Context: an optimization exercise on an open-source flow, tuned for small area. The choices shown serve that exercise and are no tape-out recipe.
Only simulation tests tie the RTL to the original design; equivalence was not proved.
No activity file was given, so power comes from the tool's default toggle rates.

==> flow/design.v (outline; a module is shown in full before it is edited, if it fits) <==
// module menu_frames: 100 lines
module menu_frames
    (
        input clk,
        input rst,
        input [1:0] frame_sel,
        output [18:0] address_write,
        output [11:0] data_write
    );
  // ...
==> flow/flow/run.sh <==
#!/bin/bash
# Layout flow: the standard synthesis, then the combinational logic between
# the registers is re-mapped for area with ABC's deepsyn (registers, their names
# and cell types untouched), then the standard flow from floorplan to finish.
set -euo pipefail
HERE=$PWD
R=$HERE/orfs/results/$FLOW_PLATFORM/menu_frames/base
LIB=$FLOW_HOME/platforms/sky130hd/lib/sky130_fd_sc_hd__tt_025C_1v80.lib
T=${REOPT_SECONDS:-90}

bash standard.sh synth > log_standard_synth.txt 2>&1
cp $R/1_2_yosys.v $HERE/standard_1_2_yosys.v

# cells marked don't-use on the platform
DU=$(grep -o 'cell *( *"\?sky130_fd_sc_hd__\(probe\|lpflow\)[a-z0-9_]*' $LIB | sed 's/.*(\s*"\?//' | sort -u | sed 's/^/-dont_use /' | tr '\n' ' ')

pids=()
for s in 1 2 3 4; do
  sed -e "s/@T@/$T/" -e "s/@S@/$s/" flow/deep.abc.in > deep_$s.abc
  cat > reopt_$s.ys <<EOY
read_liberty -ignore_miss_func $LIB
read_verilog $HERE/standard_1_2_yosys.v
hierarchy -top $FLOW_TOP
setattr -mod -set keep_hierarchy 1 sky130_fd_sc_hd__dfxtp_1
flatten -noscopeinfo
opt_clean
abc -liberty $LIB $DU -script $HERE/deep_$s.abc
splitnets
opt_clean -purge
hilomap -hicell sky130_fd_sc_hd__conb_1 HI -locell sky130_fd_sc_hd__conb_1 LO
insbuf -buf sky130_fd_sc_hd__buf_1 A X
opt_clean -purge
blackbox sky130_fd_sc_hd__dfxtp_1
tee -o $HERE/reopt_$s.stat stat -liberty $LIB
check
write_verilog -noattr -nohex -nodec $HERE/reopt_$s.v
EOY
  yosys -s reopt_$s.ys > log_reopt_$s.txt 2>&1 &
  pids+=($!)
done
for p in "${pids[@]}"; do wait $p || true; done

best=""; besta=""
for s in 1 2 3 4; do
  [[ -s reopt_$s.v && -s reopt_$s.stat ]] || continue
  a=$(grep -i "chip area for module" reopt_$s.stat | awk '{print $NF}')
  echo "seed $s area $a" >> log_reopt_choice.txt
  if [[ -z "$besta" ]] || awk "BEGIN{exit !($a < $besta)}"; then best=$s; besta=$a; fi
done
if [[ -n "$best" ]]; then
  echo "using seed $best" >> log_reopt_choice.txt
  cp reopt_$best.v $R/1_2_yosys.v
  rm -f $R/1_synth.odb $R/1_synth.sdc
else
  echo "no re-mapped netlist, keeping the standard one" >> log_reopt_choice.txt
fi

bash standard.sh finish > log_standard_finish.txt 2>&1
==> flow/flow/deep.abc.in <==
strash
&get -n
&deepsyn -T @T@ -S @S@
&put
dch -f
map -a
topo
==> flow/standard.sh <==
#!/bin/bash
# synth_recipe.tcl (not shown) runs the flow's synth.tcl, then flattens the netlist and writes it again
# the make line also repeats each setting of config.mk as NAME=value (left out here)
make -C /OpenROAD-flow-scripts/flow DESIGN_CONFIG=/design/flow/config.mk WORK_HOME=/design/flow/orfs CLKGATE_MAP_FILE= SYNTH_SCRIPT=/design/flow/synth_recipe.tcl "${@:-finish}"
==> flow/config.mk <==
export PLATFORM = sky130hd
export DESIGN_NAME = menu_frames
export DESIGN_NICKNAME = menu_frames
export VERILOG_FILES = /design/flow/design.v
export SDC_FILE = /design/flow/constraint.sdc
export NUM_CORES = 4
export LEC_CHECK = 0
export CAP_MARGIN = 20
export CORE_MARGIN = 2
export CORE_UTILIZATION = 40
export PLACE_DENSITY = 0.6
export SLEW_MARGIN = 20
==> flow/constraint.sdc <==
create_clock -name core_clock -period 10.0 [get_ports {clk}]
set_input_delay 2.0000 -clock core_clock [delete_from_list [all_inputs] [get_ports {clk}]]
set_output_delay 2.0000 -clock core_clock [all_outputs]
set_load 0.01 [all_outputs]
==> results.txt, run 1 <==
Status:
- The flow ran to the end and the layout has no timing, DRC or antenna violations.

Floorplanning:
- The initial utilization of the core area, before any placement, comes to 0.405.

Pwr:
- Combinational cells consume a total of 11.1 uW.
- The group drawing the most power is registers.
- Of the total power, the share spent switching nets is 0.214.
- The clock group power is 87.8 uW.

Setup path:
- For flop-to-flop paths, the worst setup slack is 6.06 ns.
- The dominant cell type by count on the critical path is nor2_1.

Global route:
- The global-route met3 utilization is 0.0633.
- After global routing, the most crowded layer is met2.
- The routing usage on met2 is 0.521.

Layout:
- Of all the cell area in the finished design, the clock network holds 0.0182.
- The synthesis-to-finish area growth is 12.3%.
- For this run, the post-layout net count is 688.
- The utilization after layout is 0.455.
- Registers represent a cell area share of 0.123.
- Of all the cell area in the finished design, non-clock buffers hold 0.0723.
- Counting the fill cells in the layout gives 957.
- The share of the final layout cell area in multi-input gates is 0.646.

Route:
- The final routed wire length divided by cell count is 20.0 microns.

Clocking:
- CTS built an H-tree with a depth of 1.

Timing:
- The final count of pins violating max slew came to 0.
- The part of the cycle the worst path needs is 0.746.
- The slew of the pin with the lowest slew margin is 0.916 ns.
- The final critical-path setup slack is 2.54 ns.

Logic synthesis:
- The post-synthesis instance area is 3480 sq um.

Min path:
- The instance count along the most critical hold path is 1.
==> run 2, diff against run 1 <==
--- a/flow/flow/run.sh
+++ b/flow/flow/run.sh
@@ -16,7 +16,9 @@
 
 pids=()
 for s in 1 2 3 4; do
-  sed -e "s/@T@/$T/" -e "s/@S@/$s/" flow/deep.abc.in > deep_$s.abc
+  # seeds 1-3 map with amap, seed 4 with &nf
+  if [[ $s == 4 ]]; then tail=flow/map_nf.abc.in; else tail=flow/map_amap.abc.in; fi
+  sed -e "s/@T@/$T/" -e "s/@S@/$s/" flow/deep.abc.in $tail > deep_$s.abc
   cat > reopt_$s.ys <<EOY
 read_liberty -ignore_miss_func $LIB
 read_verilog $HERE/standard_1_2_yosys.v
@@ -55,4 +57,8 @@
   echo "no re-mapped netlist, keeping the standard one" >> log_reopt_choice.txt
 fi
 
+# every port still gets its own buffer, of the smallest buffer cell; the clock
+# net gets one level of clkbuf_8 (24 registers) and no dummy balancing load
+export BUFFER_PORTS_ARGS="-buffer_cell sky130_fd_sc_hd__buf_1"
+export CTS_ARGS="-sink_clustering_enable -repair_clock_nets -dont_use_dummy_load -buf_list sky130_fd_sc_hd__clkbuf_8 -sink_clustering_size 30 -sink_clustering_max_diameter 200"
 bash standard.sh finish > log_standard_finish.txt 2>&1
==> flow/flow/deep.abc.in (replaced) <==
strash
&get -n
&deepsyn -T @T@ -S @S@
&put
==> flow/flow/map_amap.abc.in (new file) <==
dch -f
amap
topo
==> flow/flow/map_nf.abc.in (new file) <==
&get -n
&dch -f
&nf -R 1000
&put
topo
==> run 2 against run 1 <==
Compared with the run above:
- synthesized cell count down 8.9%
- setup slack worse by 0.51 ns
- flip-flop and latch count unchanged
- final area down 10%
- die area decreased by 5.2%
- power shrank 14%
- still clean on timing, DRC and antenna
- largest cell class unchanged
==> results.txt, run 2 <==
Floorplanning:
- The starting density of the core is 0.406 (+0.00154).
- In this run the standard cell core region covers 8090 sq um.
- The floorplan step defined a die boundary enclosing 8970 sq um.
- The die height is 94.7 microns.
- From left edge to right edge, the die measures 94.7 microns.
- The number of placement rows is 33.
- 35 I/O pins were placed.

Route:
- The first-iteration detailed-routing DRC count is 604.
- The residual DRC count is 0.
- Once detail routing completed, the nets flagged for antenna violations numbered 0.
- The final routed wire length divided by cell count is 20.0 microns (+0.24%).
- The number of vias after detailed routing is 4697.
- The detailed-route wire length is 14.5 mm.
- After detailed routing, the number of vias per cell comes to 6.47.
- The first detailed-routing pass ran for 6 iterations.

Global route:
- The number of global-route vias before repair is 4078.
- The initial antenna violation count is 0.
- The global-route wire length before repair is 22.3 mm.
- The global-route usage over all layers is 0.326.
- Entering global routing, the biggest net connects 17 pins.
- After global routing the overflow that remains totals 0.

Pwr:
- Dividing total power by cell area gives a power density of 48.5 nW/um^2.
- The static power due to leakage is 1.05 nW.
- The worst-case IR drop observed on VDD is 37.6 uV.

Setup path:
- The largest stage delay on the critical path is 0.73 ns.
- The number of cells on the worst reg-to-reg path is 11.
- At the worst endpoint, the arrival time is 5.97 ns.
- The kind of start point of the critical path is a flip-flop.
- The dominant cell type by count on the critical path is nand2_1.
- The startpoint identified for the worst register-to-register timing path is hp[2]$_SDFFE_PP0P_.
- Of all nets on the critical path, the largest fanout is 16.
- The sort of element at the end of the critical path is an output pin.
- The setup slack of the most critical reg-to-reg path is 6.31 ns (+0.25 ns).
- On the critical path, the stage with the largest delay is an instance of dfxtp_1.
- The worst register-to-register path ends at vp[5]$_SDFFE_PP0P_.
- For the worst setup path, the data required time is 8.00 ns.
- The category of the critical setup timing path is flip-flop to output pin.

Min path:
- The worst hold path begins at k0$_SDFFE_PP1P_.
- The destination of the worst hold path is k0$_SDFFE_PP1P_.
- The worst hold path belongs to the class flip-flop to flip-flop.
- The instance count along the most critical hold path was 2 (+1).

Layout:
- The top cell types in the final layout, fill and taps aside, are 155 x nor2_1, 74 x clkinv_1, 68 x nand2_1.
- The library cell used most frequently in the layout, excluding fill and tap cells, is nor2_1.
- Relative to the synthesized area, the layout overhead comes to 6.66%.
- In the final layout, the registers with the most flip-flops are hp x10, vp x10, c x2.
- The post-layout net count came to 627 (-8.9%).
- The repair_antennas step left the layout with diodes totalling 0.
- The layout cell share with drive strength beyond 1 is 0.00644.
- The count of fill cells added during filler insertion came to 938 (-2.0%).

Clocking:
- The number of hold buffers added after CTS was 0.
- In this run the post-CTS setup repair buffer count came out at 0.
- After clock tree synthesis, the clock-pin slew on the worst setup and hold paths is 0.10 ns.
- The total of cells resized after clock tree synthesis is 0.
- The buffer depth of the longest clock path is 2.
- The CTS buffer count is 3.
- The TritonCTS clock tree is done.
- The count of H-tree levels built during CTS is 1 (unchanged).
- The root buffer cell chosen for the clock tree is clkbuf_8.
- The number of sinks on the clock net is 24.
- At the later pin of the worst-skew pair, clock insertion delay measures 0.28 ns.

Timing:
- For the final routed database, the setup TNS stands at 0 ns.
- The slew of the pin with the lowest slew margin is 1.15 ns (+0.231 ns).
- Based on the critical path, the design can be clocked at up to 0.125 GHz.
- Setup repair after global routing left no endpoint under its margin.
- Setup violations remaining at the end of the flow were counted as 0.
- Measured against its own limit, the worst slew margin works out to 0.233.
- The final critical-path setup slack is 2.03 ns (-0.513 ns).
- The final count of pins violating max slew is 0 (unchanged).
- The minimum clock period is 7.97 ns.
- For the final database, setup skew stands at 0.00969 ns.
- The number of failing hold endpoints at the final stage was 0.
- The part of the cycle the worst path needs is 0.797 (+0.0513).

Placement:
- Detailed placement finished with a half-perimeter wire length of 11.5 mm.
- The congestion estimate from routability-driven global placement came to 1.10.
- At the placement stage, the worst setup path has a slack of 2.53 ns.
- In this run the tool buffered the top-level ports with 26 buffer cells.

Logic synthesis:
- The number of nets produced by synthesis is 611.
- The cell count after synthesis came out at 607.
- The number of synthesis warnings is 1.
- The post-synthesis instance area is 3290 sq um (-5.5%).
- A synthesized cell averages 5.42 sq um.

Status:
- The flow ran to the end and the layout has no timing, DRC or antenna violations.

Run:
- The count of max-cap constraint violations is 0.
[run 2: changes by cell type in the layout (fill, tap and decap cells not counted), sizes merged, moves of 9 or more]
cell | previous run | this run
xor2 | 12 | 0
o21a | 0 | 11
clkdlybuf4s50 | 26 | 0
clkinv | 110 | 74
nor2 | 185 | 155
a211oi | 4 | 13
nand3 | 28 | 19
buf | 3 | 27
[run 2: through the flow]
stage	util	area, sq um	instances	total power, mW	hold slack [ns]
finish	0.434	3510	726	0.170	0.480
CTS	0.434	3510	726	0.170	0.480
floorplan	-	3290	607	0.107	0.411
global placement	0.428	3470	723	0.109	0.422
global route	0.434	3510	726	0.176	0.510
detailed placement	0.428	3470	723	0.109	0.462
[run 2: how the worst max path moves through the flow]
stage / from / to / slack, ns / cells after the start
CTS: hp[5]$_SDFFE_PP0P_ / address_write[18] / 2.19 / 31
detailed placement: hp[5]$_SDFFE_PP0P_ / address_write[18] / 2.53 / 31
finish: hp[5]$_SDFFE_PP0P_ / address_write[18] / 2.03 / 31
global route: hp[5]$_SDFFE_PP0P_ / address_write[18] / 1.43 / 31
floorplan: hp[5]$_SDFFE_PP0P_ / address_write[18] / 3.39 / 27
global placement: hp[5]$_SDFFE_PP0P_ / address_write[18] / 2.84 / 31
[run 2: layout make-up]
| class | instances | area (sq um) | area share |
|---|---|---|---|
| clock buffers | 3 | 41.3 | 0.0118 |
| inverters | 74 | 278 | 0.0792 |
| multi-input cells | 493 | 2470 | 0.705 |
| flip-flops and latches | 24 | 480 | 0.137 |
| well taps | 105 | 131 | 0.0374 |
| repair buffers | 27 | 105 | 0.0300 |
[run 2: report_power, final]
part           internal [mW]  switching, mW  total [mW]
combinational        0.00247        0.00710     0.00958
sequential            0.0967        0.00121      0.0979
clock                 0.0271         0.0354      0.0625
total                  0.126         0.0437       0.170
[run 2: metal layers]
metal | GRT usage | share of wire | routed length (microns)
met2 | 0.467 | 0.40 | 5770
met4 | 0.143 | 0.049 | 707
met5 | 0 | 0 | 0
met1 | 0.467 | 0.43 | 6320
met3 | 0.0670 | 0.12 | 1740
[run 2: critical path, delay by kind of cell, from the launching register on]
family	cells	cell delay (ns)
AOI/OAI and AO/OA	15	2.46
buffers and inverters	5	1.15
DFF	1	0.73
and+or+nand+nor	11	1.31
==> run 3, diff against run 2 <==
--- a/flow/flow/run.sh
+++ b/flow/flow/run.sh
@@ -6,7 +6,7 @@
 HERE=$PWD
 R=$HERE/orfs/results/$FLOW_PLATFORM/menu_frames/base
 LIB=$FLOW_HOME/platforms/sky130hd/lib/sky130_fd_sc_hd__tt_025C_1v80.lib
-T=${REOPT_SECONDS:-90}
+T=${REOPT_SECONDS:-150}
 
 bash standard.sh synth > log_standard_synth.txt 2>&1
 cp $R/1_2_yosys.v $HERE/standard_1_2_yosys.v
@@ -14,10 +14,10 @@
 # cells marked don't-use on the platform
 DU=$(grep -o 'cell *( *"\?sky130_fd_sc_hd__\(probe\|lpflow\)[a-z0-9_]*' $LIB | sed 's/.*(\s*"\?//' | sort -u | sed 's/^/-dont_use /' | tr '\n' ' ')
 
+for wave in "1 2 3 4" "5 6 7 8"; do
 pids=()
-for s in 1 2 3 4; do
-  # seeds 1-3 map with amap, seed 4 with &nf
-  if [[ $s == 4 ]]; then tail=flow/map_nf.abc.in; else tail=flow/map_amap.abc.in; fi
+for s in $wave; do
+  tail=flow/map_amap.abc.in
   sed -e "s/@T@/$T/" -e "s/@S@/$s/" flow/deep.abc.in $tail > deep_$s.abc
   cat > reopt_$s.ys <<EOY
 read_liberty -ignore_miss_func $LIB
@@ -41,12 +41,20 @@
   pids+=($!)
 done
 for p in "${pids[@]}"; do wait $p || true; done
+done
 
+# sanity bounds: same register count as the standard netlist, and no implausible shrink
+std_ff=$(grep -c "sky130_fd_sc_hd__dfxtp_1 " $HERE/standard_1_2_yosys.v || true)
+std_area=$(grep -i "chip area for module" orfs/reports/$FLOW_PLATFORM/menu_frames/base/synth_stat.txt | awk '{print $NF}')
+echo "standard: $std_ff registers, area $std_area" >> log_reopt_choice.txt
 best=""; besta=""
-for s in 1 2 3 4; do
+for s in 1 2 3 4 5 6 7 8; do
   [[ -s reopt_$s.v && -s reopt_$s.stat ]] || continue
   a=$(grep -i "chip area for module" reopt_$s.stat | awk '{print $NF}')
-  echo "seed $s area $a" >> log_reopt_choice.txt
+  ff=$(grep -c "sky130_fd_sc_hd__dfxtp_1 " reopt_$s.v || true)
+  echo "seed $s area $a registers $ff" >> log_reopt_choice.txt
+  [[ "$ff" == "$std_ff" ]] || continue
+  awk "BEGIN{exit !($a > 0.4 * $std_area)}" || continue
   if [[ -z "$besta" ]] || awk "BEGIN{exit !($a < $besta)}"; then best=$s; besta=$a; fi
 done
 if [[ -n "$best" ]]; then
removed: flow/flow/map_nf.abc.in
==> run 3 against run 2 <==
Compared with the run above:
- utilization rose by 1.1 points
- die area fell by 0.99%
- synthesized cell count fell by 1.8%
- worst hold slack got worse by 0.024 ns
- global-route usage fell by 2.5 points
- final area fell by 1.2%
- non-clock buffer count fell by 1
- first-iteration DRC count rose by 35%
- sequential power barely moved
- clock-buffer cell count did not move
- cell count fell by 2.1%
- critical path type unchanged
- largest cell class unchanged
- largest power group unchanged
==> results.txt, run 3 <==
Status:
- The flow ran to the end and the layout has no timing, DRC or antenna violations.

Timing:
- The smallest hold slack is 0.456 ns (-0.0241 ns).
- The slew of the pin with the lowest slew margin is 0.962 ns (-0.185 ns).
- The final-layout setup total negative slack is 0 ns (unchanged).
- The minimum clock period came to 7.40 ns (-0.568 ns).
- The headroom to the max-slew limit is 0.356 (+0.123).
- The setup-violating endpoint count in the final report came to 0 (unchanged).
- The maximum operating frequency is 0.135 GHz (+7.7%).
- Setup repair after global routing left no endpoint under its margin.
- The final critical-path setup slack was 2.60 ns (+0.568 ns).
- The final count of pins violating max slew was 0 (unchanged).
- The part of the cycle the worst path needs is 0.740 (-0.0568).
- The number of failing hold endpoints at the final stage was 0 (unchanged).
- The final clock skew is 0.0164 ns (+0.00671 ns).

Global route:
- The maximum number of pins on one net before global-route repair came to 20 (+3).
- The number of global-route vias before repair was 4074 (-0.098%).
- The global-route usage over all layers is 0.301 (-0.0254).
- The global-route wire length before repair is 21.1 mm (-5.3%).
- The remaining global-route overflow came to 0 (unchanged).
- The initial antenna violation count is 0 (unchanged).

Placement:
- The total of buffers placed on input and output ports is 26 (unchanged).
- The placement-stage worst setup slack is 3.04 ns (+0.503 ns).
- The post-placement cell area is 3430 sq um (-1.2%).
- The placer congestion estimate is 1.15 (+5.1%).
- The final HPWL from detailed placement is 10.1 mm (-12%).
- The instance count after placement with tap cells included is 708 (-2.1%).

Layout:
- The synthesis-to-finish area growth is 6.50%.
- The multi-input combinational cell area was 2450 sq um (-1.1%).
- The post-layout net count came to 615 (-1.9%).
- The count of fill cells added during filler insertion is 867 (-7.6%).
- The final cell count without fillers is 711 (-2.1%).
- The largest registers in the layout are hp x10, vp x10, c x2.
- The antenna diode count is 0 (unchanged).
- The library cell used most frequently in the layout, excluding fill and tap cells, is nor2_1.
- The final cell area excluding filler cells was 3470 sq um (-1.2%).
- The top cell types in the final layout, fill and taps aside, are 170 x nor2_1, 73 x clkinv_1, 56 x nand2_1.
- The layout cell share with drive strength beyond 1 is 0.00657 (+0.000127).
- The sequential cell area is 480 sq um (unchanged).
- The utilization after layout is 0.444 (+0.0106).

Route:
- The number of nets with antenna violations after detailed routing is 0 (unchanged).
- The number of search-and-repair iterations in the first detailed-routing pass is 7 (+1).
- The total length of routed met3 wires came to 1.67 mm (-3.7%).
- The residual DRC count was 0 (unchanged).
- The sum of routed wire segments on met1 came to 5.43 mm (-14%).
- The detailed-route wire length is 13.2 mm (-9.0%).
- Routed signal wires occupy layers up through met4.
- The number of vias after detailed routing is 4665 (-0.68%).
- The met2 wire length is 5.23 mm (-9.3%).
- The first-iteration detailed-routing DRC count is 813 (+35%).
- The via count normalized by instance count came to 6.56 (+1.4%).
- The final routed wire length divided by cell count was 18.6 microns (-7.1%).

Pwr:
- The sequential cell fraction of total power was 0.602 (+0.026).
- The switching part of the total is 0.225 (-0.0322).
- The static power due to leakage was 1.07 nW (+1.6%).
- The internal portion of total power is 126 uW (-0.20%).
- The net switching power of the design is 36.6 uW (-16%).
- The total power came to 163 uW (-4.3%).
- The combinational fraction of design power is 0.055 (about the same).
- The peak supply drop came to 66.9 uV (+78%).
- The power share of the clock group is 0.343 (-0.025).
- The power density over cell area was 46.9 nW/um^2 (-3.2%).

Clocking:
- The clock-pin slew reported for the worst setup and hold paths after clock tree synthesis is 0.09 ns (about the same).
- The setup fix buffers added after clock tree synthesis is 0 (unchanged).
- The total of cells resized after clock tree synthesis was 0 (unchanged).
- TritonCTS built the clock tree.
- The buffer depth of the longest clock path is 2 (unchanged).
- The CTS buffer count is 3 (unchanged).
- The count of H-tree levels built during CTS was 1 (unchanged).
- In this run the clock root is driven by a clkbuf_8.
- The number of sinks on the clock net was 24 (unchanged).
- The later-pin clock latency in the skew report is 0.27 ns (about the same).
- The total of hold buffers inserted after clock tree synthesis is 0 (unchanged).

Run:
- The count of max-cap constraint violations is 0 (unchanged).

Floorplanning:
- The die height is 94.2 microns (-0.50%).
- The number of placement rows is 32 (-3.0%).
- The width of the die came to 94.2 microns (-0.50%).
- The number of ports placed on the die boundary is 35 (unchanged).
- The core area is 7810 sq um (-3.5%).
- The area of the die is 8880 sq um (-0.99%).
- The starting density of the core is 0.417 (+0.0105).

Setup path:
- The largest stage delay on the critical path is 0.63 ns (-0.10 ns).
- The arrival time reported for the critical path endpoint is 5.40 ns (-0.57 ns).
- The data required time at the worst endpoint came to 8.00 ns (about the same).
- The standard cell with the maximum stage delay on the critical path is dfxtp_1.
- The dominant cell type by count on the critical path is nand2_1.
- STA classifies the critical path startpoint as a flip-flop.
- The category of the critical setup timing path is flip-flop to output pin.
- The sort of element at the end of the critical path is an output pin.
- The biggest fanout along the worst timing path was 16 (unchanged).

Logic synthesis:
- The mean post-synth cell area is 5.46 sq um (+0.80%).
- The post-synthesis instance area is 3260 sq um (-1.0%).
- The number of synthesis warnings is 1 (unchanged).
- The gate count after technology mapping is 596 (-1.8%).
- The number of nets produced by synthesis is 600 (-1.8%).

Min path:
- In this run the worst hold path is classified as flip-flop to flip-flop.
run 3: worst max-delay path, delay by kind of cell (launching register included):
| kind | cells | cell delay, ns |
|---|---|---|
| simple gates | 14 | 1.42 |
| flops | 1 | 0.63 |
| buf+inv | 5 | 1.09 |
| compound gates | 13 | 1.99 |
run 3: per-layer routing:
layer	GRT usage	vias to the layer above
met3	0.0626	80
li1	-	2141
met4	0.182	0
met1	0.410	2079
met5	0	-
met2	0.429	365
run 3: power by group through the flow:
stage	clock network, mW	logic, mW	registers [mW]
2_1_floorplan	0	0.00746	0.0998
3_3_place_gp	0	0.00864	0.100
3_5_place_dp	0	0.00888	0.100
4_1_cts	0.0572	0.00891	0.0979
5_1_grt	0.0632	0.00998	0.0981
6_report	0.0558	0.00896	0.0980
run 3: path summary, 6_finish.rpt:
check	from	depth (start not counted)	to	slack, ns
worst max-delay path	hp[5]$_SDFFE_PP0P_	32	address_write[17]	2.60
worst min-delay path	c[0]$_SDFF_PP0_	1	c[0]$_SDFF_PP0_	0.46
worst max register to register	hp[2]$_SDFFE_PP0P_	13	vp[8]$_SDFFE_PP0P_	6.64
worst min register to register	c[0]$_SDFF_PP0_	1	c[0]$_SDFF_PP0_	0.46
run 3: cell type report:
| type | instances | share of cell area |
|---|---|---|
| Clock buffer | 3 | 0.0119 |
| Inverter | 73 | 0.0790 |
| Multi-Input combinational cell | 483 | 0.706 |
| Sequential cell | 24 | 0.139 |
| Tap cell | 102 | 0.0368 |
| Timing Repair Buffer | 26 | 0.0281 |
==> run 4, diff against run 3 <==
--- a/flow/flow/run.sh
+++ b/flow/flow/run.sh
@@ -6,7 +6,7 @@
 HERE=$PWD
 R=$HERE/orfs/results/$FLOW_PLATFORM/menu_frames/base
 LIB=$FLOW_HOME/platforms/sky130hd/lib/sky130_fd_sc_hd__tt_025C_1v80.lib
-T=${REOPT_SECONDS:-150}
+T=${REOPT_SECONDS:-50}
 
 bash standard.sh synth > log_standard_synth.txt 2>&1
 cp $R/1_2_yosys.v $HERE/standard_1_2_yosys.v
@@ -18,7 +18,7 @@
 pids=()
 for s in $wave; do
   tail=flow/map_amap.abc.in
-  sed -e "s/@T@/$T/" -e "s/@S@/$s/" flow/deep.abc.in $tail > deep_$s.abc
+  sed -e "s/@T@/$T/" -e "s/@S@/$s/" -e "s/@S2@/$((s + 10))/" -e "s/@S3@/$((s + 20))/" flow/deep.abc.in $tail > deep_$s.abc
   cat > reopt_$s.ys <<EOY
 read_liberty -ignore_miss_func $LIB
 read_verilog $HERE/standard_1_2_yosys.v
==> flow/flow/deep.abc.in (replaced) <==
strash
&get -n
&deepsyn -T @T@ -S @S@
&deepsyn -T @T@ -S @S2@
&deepsyn -T @T@ -S @S3@
&put
==> run 4 against run 3 <==
Compared with the run above:
- die area up 2.3%
- clock-buffer cell count unchanged
- combinational power down 4.0%
- cell count up 2.0%
- worst hold slack worse by 0.021 ns
- register-to-register slack worse by 0.17 ns
- synthesized cell count up 1.7%
- largest cell class unchanged
- largest power group unchanged
==> results.txt, run 4 <==
Timing:
- The maximum operating frequency is 0.131 GHz (-3.0%).
- The final count of pins violating max slew is 0 (unchanged).
- The slew of the pin with the lowest slew margin is 1.07 ns (+0.108 ns).
- The setup-violating endpoint count in the final report is 0 (unchanged).
- The minimum clock period is 7.63 ns (+0.228 ns).
- The part of the cycle the worst path needs is 0.763 (+0.0228).
- The final-layout setup total negative slack is 0 ns (unchanged).
- The headroom to the max-slew limit is 0.280 (-0.0758).
- The number of failing hold endpoints at the final stage is 0 (unchanged).
- Setup repair after global routing left no endpoint under its margin.
- The final clock skew came to 0.0109 ns (-0.00553 ns).

Setup path:
- In this design, the largest share of critical-path delay is due to simple AND/OR/NAND/NOR gates.
- The largest stage delay on the critical path is 0.55 ns (-0.08 ns).
- The biggest fanout along the worst timing path is 21 (+5).
- The number of buffer and inverter instances along the worst setup path is 3 (-2).
- The arrival time reported for the critical path endpoint was 5.63 ns (+0.23 ns).
- The kind of start point of the critical path is a flip-flop.
- The dominant cell type by count on the critical path is o21ai_0.
- The worst setup path is captured at an output pin.
- The critical path is of the flip-flop to output pin type.
- On the critical path, the stage with the largest delay is an instance of clkinv_1.
- The data required time at the worst endpoint is 8.00 ns (about the same).

Placement:
- The post-placement cell area came to 3510 sq um (+2.4%).
- The placer congestion estimate came to 1.06 (-8.2%).
- The total of buffers placed on input and output ports was 26 (unchanged).
- The final HPWL from detailed placement is 11.8 mm (+16%).
- The instance count after placement with tap cells included was 722 (+2.0%).

Route:
- The number of nets with antenna violations after detailed routing is 0 (unchanged).
- The first-iteration detailed-routing DRC count is 805 (-0.98%).
- The via count normalized by instance count came to 6.47 (-1.4%).
- The number of search-and-repair iterations in the first detailed-routing pass is 7 (unchanged).
- The number of vias after detailed routing is 4688 (+0.49%).
- The detailed-route wire length came to 14.8 mm (+12%).
- The final routed wire length divided by cell count is 20.4 microns (+9.8%).
- The residual DRC count is 0 (unchanged).

Layout:
- The post-layout net count is 626 (+1.8%).
- The antenna diode count came to 0 (unchanged).
- The final cell area excluding filler cells was 3550 sq um (+2.4%).
- The final cell count without fillers is 725 (+2.0%).
- The largest registers in the layout are hp x10, vp x10, c x2.
- The synthesis-to-finish area growth is 6.53% (about the same).
- The commonest non-fill, non-tap cell in the layout is nor2_1.
- The layout cell share with drive strength beyond 1 is 0.00645 (-0.000117).
- In the layout the commonest cells are 151 x nor2_1, 75 x clkinv_1, 60 x nand2_1.

Logic synthesis:
- The number of nets produced by synthesis is 610 (+1.7%).
- The post-synthesis instance area is 3330 sq um (+2.3%).
- The gate count after technology mapping is 606 (+1.7%).
- The number of synthesis warnings is 1 (unchanged).
- The mean post-synth cell area is 5.50 sq um (+0.66%).

Floorplanning:
- The width of the die came to 95.3 microns (+1.1%).
- The core area was 8130 sq um (+4.2%).
- The area of the die is 9080 sq um (+2.3%).
- The starting density of the core came to 0.410 (-0.00736).
- The number of ports placed on the die boundary is 35 (unchanged).
- The number of placement rows was 33 (+3.1%).
- The die height is 95.3 microns (+1.1%).

Clocking:
- The setup fix buffers added after clock tree synthesis is 0 (unchanged).
- The CTS buffer count is 3 (unchanged).
- TritonCTS built the clock tree.
- The count of H-tree levels built during CTS came to 1 (unchanged).
- The tree is rooted in a clkbuf_8.
- The later-pin clock latency in the skew report is 0.26 ns (about the same).
- The total of cells resized after clock tree synthesis is 0 (unchanged).
- The number of sinks on the clock net is 24 (unchanged).
- The buffer depth of the longest clock path was 2 (unchanged).
- The total of hold buffers inserted after clock tree synthesis is 0 (unchanged).
- The clock-pin slew reported for the worst setup and hold paths after clock tree synthesis is 0.07 ns (-0.02 ns).

Global route:
- The number of global-route vias before repair is 4142 (+1.7%).
- The initial antenna violation count is 0 (unchanged).
- The maximum number of pins on one net before global-route repair is 22 (+10%).
- The global-route usage over all layers was 0.328 (+0.0271).
- The global-route wire length before repair is 22.6 mm (+6.8%).
- The remaining global-route overflow is 0 (unchanged).

Min path:
- The path type of the worst min-delay path is flip-flop to flip-flop.

Run:
- The count of max-cap constraint violations is 0 (unchanged).

Pwr:
- The peak supply drop is 107 uV (+59%).
- The static power due to leakage is 1.03 nW (-3.3%).
- The power density over cell area came to 45.2 nW/um^2 (-3.7%).

Status:
- The flow ran to the end and the layout has no timing, DRC or antenna violations.
-- run 4: routing by layer --
metal / share of wire / track usage / up-vias
li1: - / - / 2197
met1: 0.41 / 0.453 / 2117
met2: 0.43 / 0.516 / 314
met3: 0.11 / 0.0451 / 60
met4: 0.046 / 0.123 / 0
met5: 0 / 0 / -
-- run 4: final cells by class --
class / instances / area, sq um
flip-flops and latches: 24 / 480
inverters: 75 / 282
fillers: 918 / 4580
clock buffers: 3 / 41.3
repair buffers: 27 / 105
multi-input cells: 491 / 2510
well taps: 105 / 131
-- run 4: where the power goes --
part | internal [mW] | leakage (nW) | switching, mW
sequential | 0.0965 | 0.194 | 0.000769
clock | 0.0269 | 0.0216 | 0.0276
combinational | 0.00235 | 0.816 | 0.00625
total | 0.126 | 1.03 | 0.0346
-- run 4: final timing paths --
kind                           start                  to  slack, ns  depth (start not counted)
setup / recovery  hp[5]$_SDFFE_PP0P_   address_write[18]       2.37                         30
hold / removal       c[0]$_SDFF_PP0_     c[0]$_SDFF_PP0_       0.44                          1
setup reg to reg  hp[2]$_SDFFE_PP0P_  vp[8]$_SDFFE_PP0P_       6.47                         10
hold reg to reg      c[0]$_SDFF_PP0_     c[0]$_SDFF_PP0_       0.44                          1
-- run 4: through the flow --
step | power, mW | hold slack (ns) | util | setup WS (ns)
floorplan | 0.107 | 0.399 | - | 3.65
global placement | 0.108 | 0.412 | 0.431 | 3.05
detailed placement | 0.108 | 0.421 | 0.431 | 2.82
CTS | 0.163 | 0.438 | 0.436 | 2.51
global route | 0.167 | 0.471 | 0.436 | 1.70
finish | 0.160 | 0.435 | 0.436 | 2.37

==> re-timing with driven ports <==
No port has a modelled driver above. Below, the same layouts with a new extraction and two added sets of constraints.
Step 1 sets driving cells, clkbuf_16 on the clock port and buf_2 on the other inputs (assumed; they add their load-dependent delay and slew).
Step 2, shift: input delay + t, output delay - t, t = (earliest + latest rising clock arrival at the registers) / 2. This alone moves slack from input paths to output paths.
a / b / c = ideal ports / drivers / drivers and shift; a / b = the first two.
| run | t (ns) | setup WS [ns] | clock arrival spread, ns |
|---|---|---|---|
| run 1 | 0.303 | 2.541 / 2.512 / 2.815 | 0.003 / 0.004 |
| run 2 | 0.309 | 2.028 / 1.996 / 2.305 | 0.009 / 0.010 |
| run 3 | 0.288 | 2.596 / 2.571 / 2.859 | 0.016 / 0.016 |
| run 4 | 0.281 | 2.369 / 2.344 / 2.626 | 0.010 / 0.011 |
After both steps setup and hold are still met in every run listed.
